Background: an optimization exercise with open tools, aiming at small area and a short achievable clock period. Do not read the settings as production practice.
RTL that was checked went through simulation tests only; none was proved equivalent to the original.
No activity file was given, so power comes from the tool's default toggle rates.

==> trial 36 <==
// timing
module timing (
    input clk,
    input [7:0] a,
    input [7:0] b,
    output [31:0] c
  );
==> flow/config.mk <==
export PLATFORM = sky130hd
export DESIGN_NAME = timing
export DESIGN_NICKNAME = timing
export VERILOG_FILES = /design/flow/design.v
export SDC_FILE = /design/flow/constraint.sdc
export NUM_CORES = 4
export LEC_CHECK = 0
export CAP_MARGIN = 20
export CORE_MARGIN = 2
export CORE_UTILIZATION = 40
export SETUP_SLACK_MARGIN = 5
export SLEW_MARGIN = 20
export SYNTH_HIERARCHICAL = 1
export TNS_END_PERCENT = 0
==> flow/constraint.sdc <==
create_clock -name core_clock -period 8.5 [get_ports {clk}]
set_input_delay 1.7000 -clock core_clock [delete_from_list [all_inputs] [get_ports {clk}]]
set_output_delay 1.7000 -clock core_clock [all_outputs]
set_load 0.01 [all_outputs]
standard.sh (not shown) runs the stock make flow with config.mk's settings and CLKGATE_MAP_FILE= SYNTH_SCRIPT=/design/flow/synth_recipe.tcl, a recipe that flattens the netlist after the stock synthesis.
==> flow/flow/run.sh <==
#!/bin/bash
# The standard layout (the standard.sh, unchanged), with the port buffers that
# ORFS's buffer_ports inserts made plain buf_2 cells instead of its default pick.
export BUFFER_PORTS_ARGS="-buffer_cell sky130_fd_sc_hd__buf_2"

bash standard.sh > standard.log 2>&1
==> trial 88 (differences from trial 36) <==
Settings changed: CORE_UTILIZATION 40 to 55, CTS_BUF_LIST set to sky130_fd_sc_hd__clkbuf_4 sky130_fd_sc_hd__clkbuf_8, GPL_TIMING_DRIVEN set to 0.
==> comparison table <==
| quantity | trial 36 | trial 88 |
|---|---|---|
| Status | complete, no violations | complete, no violations |
| Multi-input gate share of the layout cell area | 0.6493 | 0.6353 |
| X dimension of the die | 168.4 um | 144.2 um |
| Power share of the clock group | 0.154 | 0.103 |
| Dpl cells | 1674 | 1736 |
| Overall routed net length | 35.87 mm | 41.12 mm |
| Critical path data required time | 8770 ps | 8750 ps |
| Share of the final layout cell area in sequential cells | 0.1727 | 0.1728 |
| Critical path capture point | x_q[9] | hs_q[5] |
| Number of non-clock buffers | 115 | 190 |
| Fraction of area in clock buffers and inverters | 0.02634 | 0.01593 |
| Kind of critical path | primary input to flop | flop to flop |
| Reg2reg start | y_q[7] | x_q[1] |
| Final critical-path setup slack | 4949 ps | 4952 ps |
| Skew-Pair Late Insertion Delay | 350 ps | 380 ps |
| Depth of the most critical reg-to-reg path | 6 | 7 |


==> inputs of run a <==
timing, a different RTL version from the one above (not shown whole).
## timing
module timing (
    input clk,
    input [7:0] a,
    input [7:0] b,
    output [31:0] c
  );
export LEC_CHECK = 0
export CAP_MARGIN = 20
export CORE_MARGIN = 2
export CORE_UTILIZATION = 40
export CTS_BUF_LIST = sky130_fd_sc_hd__clkbuf_4 sky130_fd_sc_hd__clkbuf_8
export SETUP_SLACK_MARGIN = 5
export SLEW_MARGIN = 20
export SYNTH_HIERARCHICAL = 1
create_clock -name core_clock -period 8.5 [get_ports {clk}]
run.sh (not shown) runs the stock make flow with config.mk's settings and CLKGATE_MAP_FILE= SYNTH_SCRIPT=/design/flow/synth_recipe.tcl, a recipe that flattens the netlist after the stock synthesis.
Stock flow here: none of the scripts above is used.
==> inputs of run b, as changes to run a <==
--- a/flow/config.mk
+++ b/flow/config.mk
@@ -9,6 +9,6 @@
 export CORE_MARGIN = 2
 export CORE_UTILIZATION = 40
-export CTS_BUF_LIST = sky130_fd_sc_hd__clkbuf_4 sky130_fd_sc_hd__clkbuf_8
-export SETUP_SLACK_MARGIN = 5
+export SETUP_SLACK_MARGIN = 4.5
 export SLEW_MARGIN = 20
 export SYNTH_HIERARCHICAL = 1
+export TNS_END_PERCENT = 0
==> inputs of run c, as changes to run a <==
==> flow/flow/run.sh (new file) <==
#!/bin/bash
# The standard layout (the standard.sh, unchanged), with the port buffers that
# ORFS's buffer_ports inserts made plain buf_2 cells instead of its default pick.
export BUFFER_PORTS_ARGS="-buffer_cell sky130_fd_sc_hd__buf_2"
cp standard.sh standard_copy.sh.txt
bash standard.sh > standard.log 2>&1
==> flow/standard.sh (new file) <==
#!/bin/bash
# synth_recipe.tcl (not shown) runs the flow's synth.tcl, then flattens the netlist and writes it again
# the make line also repeats each setting of config.mk as NAME=value (left out here)
make -C /OpenROAD-flow-scripts/flow DESIGN_CONFIG=/design/flow/config.mk WORK_HOME=/design/flow/orfs CLKGATE_MAP_FILE= SYNTH_SCRIPT=/design/flow/synth_recipe.tcl "${@:-finish}"
--- a/flow/config.mk
+++ b/flow/config.mk
@@ -9,6 +9,6 @@
 export CORE_MARGIN = 2
 export CORE_UTILIZATION = 40
-export CTS_BUF_LIST = sky130_fd_sc_hd__clkbuf_4 sky130_fd_sc_hd__clkbuf_8
 export SETUP_SLACK_MARGIN = 5
 export SLEW_MARGIN = 20
 export SYNTH_HIERARCHICAL = 1
+export TNS_END_PERCENT = 0
removed: flow/run.sh
==> notes.md <==
Of run c and run a, run a has the higher total power (gap about 0.2%, measured against run a).
In clock skew, run a and run b hardly differ.
Between run b and run a, the lower register-to-register slack is in run b (gap 150 ps).
The lowest worst hold slack belongs to run b, the highest to run a.
Against run a, the via count of run c is smaller by about 4.3%.
Die area is the same in run c and run a.
Routed wire length, highest first: run a, run c, run b.
Critical path depth is the same in run a and run c.
==> figures <==
Outcome: run c complete, no violations; run b complete, no violations; run a complete, no violations
Detailed-router iteration count before antenna repair: run c 6; run b 5; run a 8
Capture point of the critical path: run c x_q[7]; run b y_q[7]; run a y_q[9]
Worst hold slack: run c 329.9 ps; run b 329.7 ps; run a 330.0 ps
Clock Latency Late Sink: run c 350 ps; run b 360 ps; run a 380 ps
Met1 GRT Util: run c 37.70%; run b 37.00%; run a 39.13%
Worst Max-Slew Pin Slew: run c 830.2 ps; run b 738.9 ps; run a 715.8 ps
Number of nets in the finished design: run c 1611; run b 1575; run a 1691
Area fraction of clock buffers and clock inverters: run c 2.336%; run b 2.333%; run a 1.375%
Critical R2R Launch: run c x_q[6]; run b y_q[5]; run a x_q[4]
Fin area: run c 0.01248 sq mm; run b 0.01196 sq mm; run a 0.01347 sq mm
Cell with the largest stage delay on the worst path: run c sky130_fd_sc_hd__a311oi_2; run b sky130_fd_sc_hd__clkdlybuf4s50_1; run a sky130_fd_sc_hd__clkdlybuf4s50_1
Critical Path RT: run c 8770 ps; run b 8770 ps; run a 8760 ps
Final critical-path share of the clock period: run c 42.55%; run b 47.96%; run a 42.51%
Placement Cell Area: run c 0.01053 sq mm; run b 0.01077 sq mm; run a 0.01083 sq mm
Worst path buffer plus inverter count: run c 2; run b 5; run a 5
Fill cell count: run c 2319; run b 2388; run a 2259
Met3 track demand over resource in global routing: run c 5.008%; run b 6.061%; run a 6.985%
No functional check of the RTL was part of any run of this note.


==> inputs of trial 65 <==
timing, a different RTL version from the one above (not shown whole).
Design timing, start of the top module:
module timing (
    input clk,
    input [7:0] a,
    input [7:0] b,
    output [31:0] c
  );
  wire [11:0] x, y;
  wire ta_000_;
  wire ta_001_;
  wire ta_002_;
  wire ta_003_;
  wire ta_004_;
  wire ta_005_;
  wire ta_006_;
  wire ta_007_;
  wire ta_008_;
  wire ta_009_;
  wire ta_010_;
  wire ta_011_;
  wire ta_012_;
  wire ta_013_;
  wire ta_014_;
  wire ta_015_;
  wire ta_016_;
  wire ta_017_;
  wire ta_018_;
  wire ta_019_;
  wire ta_020_;
  wire ta_021_;
  wire ta_022_;
  wire ta_023_;
  wire ta_024_;
  wire ta_025_;
  wire ta_026_;
  wire ta_027_;
  wire ta_028_;
  wire ta_029_;
  wire ta_030_;
  wire ta_031_;
  wire ta_032_;
  wire ta_033_;
  wire ta_034_;
  wire ta_035_;
  wire ta_036_;
  wire ta_037_;
  wire ta_038_;
  wire ta_039_;
  wire ta_040_;
  wire ta_041_;
  wire ta_042_;
  wire ta_043_;
  wire ta_044_;
  wire ta_045_;
  wire ta_046_;
  wire ta_047_;
  wire ta_048_;
  wire ta_049_;
  wire ta_050_;
  wire ta_051_;
  wire ta_052_;
  wire ta_053_;
  wire ta_054_;
  wire ta_055_;
  wire ta_056_;
  wire ta_057_;
  wire ta_058_;
  wire ta_059_;
  wire ta_060_;
  wire ta_061_;
  wire ta_062_;
  wire ta_063_;
  wire ta_064_;
  wire ta_065_;
  wire ta_066_;
  wire ta_067_;
  wire ta_068_;
  wire ta_069_;
  wire ta_070_;
  wire ta_071_;
  wire ta_072_;
  wire ta_073_;
  wire ta_074_;
  wire ta_075_;
  wire ta_076_;
  ...
==> flow/config.mk <==
export PLATFORM = sky130hd
export DESIGN_NAME = timing
export DESIGN_NICKNAME = timing
export VERILOG_FILES = /design/flow/design.v
export SDC_FILE = /design/flow/constraint.sdc
export NUM_CORES = 4
export LEC_CHECK = 0
export CAP_MARGIN = 20
export CORE_MARGIN = 2
export CORE_UTILIZATION = 40
export SETUP_SLACK_MARGIN = 5
export SLEW_MARGIN = 20
export SYNTH_HIERARCHICAL = 1
export TNS_END_PERCENT = 0
==> flow/constraint.sdc <==
create_clock -name core_clock -period 8.5 [get_ports {clk}]
set_input_delay 1.7000 -clock core_clock [delete_from_list [all_inputs] [get_ports {clk}]]
set_output_delay 1.7000 -clock core_clock [all_outputs]
set_load 0.01 [all_outputs]
Stock flow here: none of the scripts above is used.
==> trial 12: changes against trial 65 <==
--- a/flow/design.v
+++ b/flow/design.v
@@ -1317,13 +1317,13 @@
   assign tb_n_ys__n396 = y[1];
   assign tb_n_ys__n383 = y[2];
   assign tb_n_ys__n251 = y[7];
   reg [11:0] x_q, y_q;
   reg a0_q, b0_q;
-  reg [15:0] lo_q, lo2_q;
+  reg [11:0] lo_q, lo2_q;
   reg cy_q;
-  reg [15:0] hs_q, hc_q, hi_q;
+  reg [19:0] hs_q, hc_q, hi_q;
   wire p1, p2, p3, p4, p5, p6, p7, p8, p9, p10, p11, p12, p13, p14, p15, p16, p17, p18, p19, p20, p21, p22, p23, p24, p25, p26, p27, p28, p29, p30, p31, p32, p33, p34, p35, p36, p37, p38, p39, p40, p41, p42, p43, p44, p45, p46, p47, p48, p49, p50, p51, p52, p53, p54, p55, p56, p57, p58, p59, p60, p61, p62, p63, p64, p65, p66, p67, p68, p69, p70, p71, p72, p73, p74, p75, p76, p77, p78, p79, p80, p81, p82, p83, p84, p85, p86, p87, p88, p89, p90, p91, p92, p93, p94, p95, p96, p97, p98, p99, p100, p101, p102, p103, p104, p105, p106, p107, p108, p109, p110, p111, p112, p113, p114, p115, p116, p117, p118, p119, p120, p121, p122, p123, p124, p125, p126, p127, p128, p129, p130, p131, p132, p133, p134, p135, p136, p137, p138, p139, p140, p141, p142, p143, p144, p145, p146, p147, p148, p149, p150, p151, p152, p153, p154, p155, p156, p157, p158, p159, p160, p161, p162, p163, p164, p165, p166, p167, p168, p169, s170, k171, s172, k173, s174, k175, s176, k177, s178, k179, s180, k181, s182, k183, s184, k185, s186, k187, s188, k189, s190, k191, s192, k193, s194, k195, s196, k197, s198, k199, s200, k201, s202, k203, s204, k205, s206, k207, s208, k209, s210, k211, s212, k213, s214, k215, s216, k217, s218, k219, s220, k221, s222, k223, s224, k225, s226, k227, s228, k229, s230, k231, s232, k233, s234, k235, s236, k237, s238, k239, s240, k241, s242, k243, s244, k245, s246, k247, s248, k249, s250, k251, s252, k253, s254, k255, s256, k257, s258, k259, s260, k261, s262, k263, s264, k265, s266, k267, s268, k269, s270, k271, s272, k273, s274, k275, s276, k277, s278, k279, s280, k281, s282, k283, s284, k285, s286, k287, s288, k289, s290, k291, s292, k293, s294, k295, s296, k297, s298, k299, s300, k301, s302, k303, s304, k305, s306, k307, s308, k309, s310, k311, s312, k313, s314, k315, s316, k317, s318, k319, s320, k321, s322, k323, s324, k325, s326, k327, s328, k329, s330, k331, s332, k333, s334, k335, s336, k337, s338, k339, s340, k341, s342, k343, s344, k345, s346, k347, s348, k349, s350, k351, s352, k353, s354, k355, s356, k357, s358, k359, s360, k361, s362, k363, s364, k365, s366, k367, s368, k369, s370, k371, s372, k373, s374, k375, s376, k377, s378, k379, s380, k381, s382, k383, s384, k385, s386, k387, s388, k389, s390, k391, s392, k393, s394, k395, s396, k397, s398, k399, s400, k401, s402, k403, s404, k405, s406, k407, s408, k409, s410, k411, s412, k413, s414, k415, s416, k417, s418, k419, s420, k421;
   assign p1 = ~(x_q[0] & y_q[0]);
   assign p2 = ~(x_q[0] & y_q[1]);
   assign p3 = ~(x_q[0] & y_q[2]);
   assign p4 = ~(x_q[0] & y_q[3]);
@@ -1616,24 +1616,24 @@
   fa_cell us412 (.a(k327), .b(s370), .c(k369), .s(s412), .co(k413));
   fa_cell us414 (.a(k331), .b(s372), .c(k371), .s(s414), .co(k415));
   fa_cell us416 (.a(k335), .b(s374), .c(k373), .s(s416), .co(k417));
   fa_cell us418 (.a(k337), .b(s376), .c(k375), .s(s418), .co(k419));
   fa_cell us420 (.a(p132), .b(p143), .c(k377), .s(s420), .co(k421));
-  wire [15:0] s_lo = {s392, s390, s388, s386, s384, s382, s380, p154, p151, p149, p147, p145, 1'b0, 1'b0, 1'b0, p169};
-  wire [15:0] c_lo = {k391, k389, k387, k385, k383, k381, k379, s378, p152, p150, p148, p146, 1'b0, 1'b0, 1'b0, 1'b0};
-  wire [15:0] s_hi = {1'b0, p144, s420, s418, s416, s414, s412, s410, s408, s406, s404, s402, s400, s398, s396, s394};
-  wire [15:0] c_hi = {1'b0, k421, k419, k417, k415, k413, k411, k409, k407, k405, k403, k401, k399, k397, k395, k393};
-  wire [16:0] lo_sum = (s_lo ^ 16'hfff1) + (c_lo ^ 16'hfff0);
-  wire [15:0] hi_sum = (hs_q ^ 16'h7fff) + (hc_q ^ 16'h7fff) + cy_q;
+  wire [11:0] s_lo = {s384, s382, s380, p154, p151, p149, p147, p145, 1'b0, 1'b0, 1'b0, p169};
+  wire [11:0] c_lo = {k383, k381, k379, s378, p152, p150, p148, p146, 1'b0, 1'b0, 1'b0, 1'b0};
+  wire [19:0] s_hi = {1'b0, p144, s420, s418, s416, s414, s412, s410, s408, s406, s404, s402, s400, s398, s396, s394, s392, s390, s388, s386};
+  wire [19:0] c_hi = {1'b0, k421, k419, k417, k415, k413, k411, k409, k407, k405, k403, k401, k399, k397, k395, k393, k391, k389, k387, k385};
+  wire [12:0] lo_sum = (s_lo ^ 12'hff1) + (c_lo ^ 12'hff0);
+  wire [19:0] hi_sum = (hs_q ^ 20'h7ffff) + (hc_q ^ 20'h7ffff) + cy_q;
   assign c = {hi_q, lo2_q};
   always @(posedge clk) begin
     x_q <= x;
     y_q <= y;
     a0_q <= a[0];
     b0_q <= b[0];
-    lo_q <= lo_sum[15:0];
-    cy_q <= lo_sum[16];
+    lo_q <= lo_sum[11:0];
+    cy_q <= lo_sum[12];
     hs_q <= s_hi;
     hc_q <= c_hi;
     lo2_q <= lo_q;
     hi_q <= hi_sum;
   end
TNS_END_PERCENT = default   (was 0)
==> trial 96: changes against trial 65 <==
--- a/flow/design.v
+++ b/flow/design.v
@@ -1317,13 +1317,13 @@
   assign tb_n_ys__n396 = y[1];
   assign tb_n_ys__n383 = y[2];
   assign tb_n_ys__n251 = y[7];
   reg [11:0] x_q, y_q;
   reg a0_q, b0_q;
-  reg [15:0] lo_q, lo2_q;
+  reg [11:0] lo_q, lo2_q;
   reg cy_q;
-  reg [15:0] hs_q, hc_q, hi_q;
+  reg [19:0] hs_q, hc_q, hi_q;
   wire p1, p2, p3, p4, p5, p6, p7, p8, p9, p10, p11, p12, p13, p14, p15, p16, p17, p18, p19, p20, p21, p22, p23, p24, p25, p26, p27, p28, p29, p30, p31, p32, p33, p34, p35, p36, p37, p38, p39, p40, p41, p42, p43, p44, p45, p46, p47, p48, p49, p50, p51, p52, p53, p54, p55, p56, p57, p58, p59, p60, p61, p62, p63, p64, p65, p66, p67, p68, p69, p70, p71, p72, p73, p74, p75, p76, p77, p78, p79, p80, p81, p82, p83, p84, p85, p86, p87, p88, p89, p90, p91, p92, p93, p94, p95, p96, p97, p98, p99, p100, p101, p102, p103, p104, p105, p106, p107, p108, p109, p110, p111, p112, p113, p114, p115, p116, p117, p118, p119, p120, p121, p122, p123, p124, p125, p126, p127, p128, p129, p130, p131, p132, p133, p134, p135, p136, p137, p138, p139, p140, p141, p142, p143, p144, p145, p146, p147, p148, p149, p150, p151, p152, p153, p154, p155, p156, p157, p158, p159, p160, p161, p162, p163, p164, p165, p166, p167, p168, p169, s170, k171, s172, k173, s174, k175, s176, k177, s178, k179, s180, k181, s182, k183, s184, k185, s186, k187, s188, k189, s190, k191, s192, k193, s194, k195, s196, k197, s198, k199, s200, k201, s202, k203, s204, k205, s206, k207, s208, k209, s210, k211, s212, k213, s214, k215, s216, k217, s218, k219, s220, k221, s222, k223, s224, k225, s226, k227, s228, k229, s230, k231, s232, k233, s234, k235, s236, k237, s238, k239, s240, k241, s242, k243, s244, k245, s246, k247, s248, k249, s250, k251, s252, k253, s254, k255, s256, k257, s258, k259, s260, k261, s262, k263, s264, k265, s266, k267, s268, k269, s270, k271, s272, k273, s274, k275, s276, k277, s278, k279, s280, k281, s282, k283, s284, k285, s286, k287, s288, k289, s290, k291, s292, k293, s294, k295, s296, k297, s298, k299, s300, k301, s302, k303, s304, k305, s306, k307, s308, k309, s310, k311, s312, k313, s314, k315, s316, k317, s318, k319, s320, k321, s322, k323, s324, k325, s326, k327, s328, k329, s330, k331, s332, k333, s334, k335, s336, k337, s338, k339, s340, k341, s342, k343, s344, k345, s346, k347, s348, k349, s350, k351, s352, k353, s354, k355, s356, k357, s358, k359, s360, k361, s362, k363, s364, k365, s366, k367, s368, k369, s370, k371, s372, k373, s374, k375, s376, k377, s378, k379, s380, k381, s382, k383, s384, k385, s386, k387, s388, k389, s390, k391, s392, k393, s394, k395, s396, k397, s398, k399, s400, k401, s402, k403, s404, k405, s406, k407, s408, k409, s410, k411, s412, k413, s414, k415, s416, k417, s418, k419, s420, k421;
   assign p1 = ~(x_q[0] & y_q[0]);
   assign p2 = ~(x_q[0] & y_q[1]);
   assign p3 = ~(x_q[0] & y_q[2]);
   assign p4 = ~(x_q[0] & y_q[3]);
@@ -1616,24 +1616,24 @@
   fa_cell us412 (.a(k327), .b(s370), .c(k369), .s(s412), .co(k413));
   fa_cell us414 (.a(k331), .b(s372), .c(k371), .s(s414), .co(k415));
   fa_cell us416 (.a(k335), .b(s374), .c(k373), .s(s416), .co(k417));
   fa_cell us418 (.a(k337), .b(s376), .c(k375), .s(s418), .co(k419));
   fa_cell us420 (.a(p132), .b(p143), .c(k377), .s(s420), .co(k421));
-  wire [15:0] s_lo = {s392, s390, s388, s386, s384, s382, s380, p154, p151, p149, p147, p145, 1'b0, 1'b0, 1'b0, p169};
-  wire [15:0] c_lo = {k391, k389, k387, k385, k383, k381, k379, s378, p152, p150, p148, p146, 1'b0, 1'b0, 1'b0, 1'b0};
-  wire [15:0] s_hi = {1'b0, p144, s420, s418, s416, s414, s412, s410, s408, s406, s404, s402, s400, s398, s396, s394};
-  wire [15:0] c_hi = {1'b0, k421, k419, k417, k415, k413, k411, k409, k407, k405, k403, k401, k399, k397, k395, k393};
-  wire [16:0] lo_sum = (s_lo ^ 16'hfff1) + (c_lo ^ 16'hfff0);
-  wire [15:0] hi_sum = (hs_q ^ 16'h7fff) + (hc_q ^ 16'h7fff) + cy_q;
+  wire [11:0] s_lo = {s384, s382, s380, p154, p151, p149, p147, p145, 1'b0, 1'b0, 1'b0, p169};
+  wire [11:0] c_lo = {k383, k381, k379, s378, p152, p150, p148, p146, 1'b0, 1'b0, 1'b0, 1'b0};
+  wire [19:0] s_hi = {1'b0, p144, s420, s418, s416, s414, s412, s410, s408, s406, s404, s402, s400, s398, s396, s394, s392, s390, s388, s386};
+  wire [19:0] c_hi = {1'b0, k421, k419, k417, k415, k413, k411, k409, k407, k405, k403, k401, k399, k397, k395, k393, k391, k389, k387, k385};
+  wire [12:0] lo_sum = (s_lo ^ 12'hff1) + (c_lo ^ 12'hff0);
+  wire [19:0] hi_sum = (hs_q ^ 20'h7ffff) + (hc_q ^ 20'h7ffff) + cy_q;
   assign c = {hi_q, lo2_q};
   always @(posedge clk) begin
     x_q <= x;
     y_q <= y;
     a0_q <= a[0];
     b0_q <= b[0];
-    lo_q <= lo_sum[15:0];
-    cy_q <= lo_sum[16];
+    lo_q <= lo_sum[11:0];
+    cy_q <= lo_sum[12];
     hs_q <= s_hi;
     hc_q <= c_hi;
     lo2_q <= lo_q;
     hi_q <= hi_sum;
   end
==> flow_metrics.tcl <==
set metrics [dict create \
    syn-cell-area_sq_um 9930 \
    grt_pass1_wl_um 61900 \
    grt_use_met2_pct 48.5 \
    fin_nets 1664 \
    p_comb_share_pct 62.3 \
    path_cells "buf_2 -> buf_12 -> clkinvlp_4 -> buf_8 -> nor2_4 -> inv_2 -> o311ai_1 -> or3_4 -> nand2_2 -> o21a_1 -> and2_1 -> a21o_1 -> nand3_2 -> nand3_1 -> o21ai_1" \
    endpoint "y_q[9]" \
    status "complete, no violations" \
]
The numbers above come from trial 65.

==> flow_metrics.tcl <==
set metrics [dict create \
    grt_use_met2_pct 48.7 \
    synth_top_area_cell "fa_1" \
    fin_nets 1676 \
    crit_fanout 4 \
    grt_pass1_wl_um 61600 \
    p_comb_share_pct 59.6 \
    hold_depth 0 \
    syn-cell-area_sq_um 9940 \
    endpoint "x_q[6]" \
    status "complete, no violations" \
]
The numbers above come from trial 96.

==> flow_metrics.tcl <==
set metrics [dict create \
    die_area_sq_um 26100 \
    worstSetupStartpoint "a[5]" \
    grt_pass1_vias 11200 \
    status "complete, no violations" \
    syn-cell-area_sq_um 9940 \
    grt_pass1_wl_um 62900 \
    nWellTaps 324 \
    dominant_cells "multi-input gates" \
    worst_pin_slew_ns 0.765 \
    comb.multi_input.count 1028 \
    path_cells "buf_2 -> buf_12 -> clkinvlp_4 -> buf_6 -> nor2_4 -> inv_2 -> nor2_2 -> inv_1 -> buf_4 -> buf_4 -> buf_4 -> buf_4 -> buf_4 -> buf_4 -> nand2_1 -> a311oi_1 -> a31oi_1" \
    cts_resized 274 \
    endpoint "x_q[7]" \
    grt_use_met2_pct 49.9 \
]
The numbers above come from trial 12.

Function was not checked in any run of this note: the RTL went through the layout flow alone.

[separate check: timing with driven ports]
In the flow no input, the clock included, has a driving cell. The finished layouts below were timed again as built, in two steps.
Step 1: set_driving_cell puts a clkbuf_16 on clk and a buf_2 on each other input, an assumption about the parent block.
Step 2, shift: input delay + t, output delay - t, t = (earliest + latest rising clock arrival at the registers) / 2. This alone moves slack from input paths to output paths.
a / b / c = ideal / step 1 / step 2; a / b = the first two.
run | shift t [ns] | slack for setup (ns) | worst hold slack (ns) | latest minus earliest clock arrival (ns) | worst slew at a driven data input, ns
trial 36 | 0.388 | 4.949 / 4.947 / 4.559 | 0.329 / 0.329 / 0.329 | 0.010 / 0.010 | 0.05
trial 88 | 0.413 | 4.952 / 4.952 / 4.569 | 0.339 / 0.339 / 0.339 | 0.014 / 0.014 | 0.05
run a | 0.416 | 4.887 / 4.899 / 4.483 | 0.330 / 0.330 / 0.330 | 0.014 / 0.014 | 0.09
run b | 0.393 | 4.423 / 4.413 / 4.021 | 0.330 / 0.330 / 0.330 | 0.013 / 0.013 | 0.05
run c | 0.390 | 4.883 / 4.867 / 4.477 | 0.330 / 0.330 / 0.330 | 0.008 / 0.008 | 0.16
trial 65 | 0.399 | 4.837 / 4.864 / 4.465 | 0.326 / 0.326 / 0.326 | 0.012 / 0.011 | 0.08
trial 12 | 0.388 | 4.874 / 4.888 / 4.500 | 0.327 / 0.327 / 0.327 | 0.010 / 0.010 | 0.09
trial 96 | 0.398 | 4.956 / 4.954 / 4.557 | 0.325 / 0.325 / 0.325 | 0.013 / 0.013 | 0.10
After both steps every run listed still meets setup and hold. For run c, which loses most, drivers alone change the setup slack by -0.016 ns; drivers and shift together by -0.406 ns.
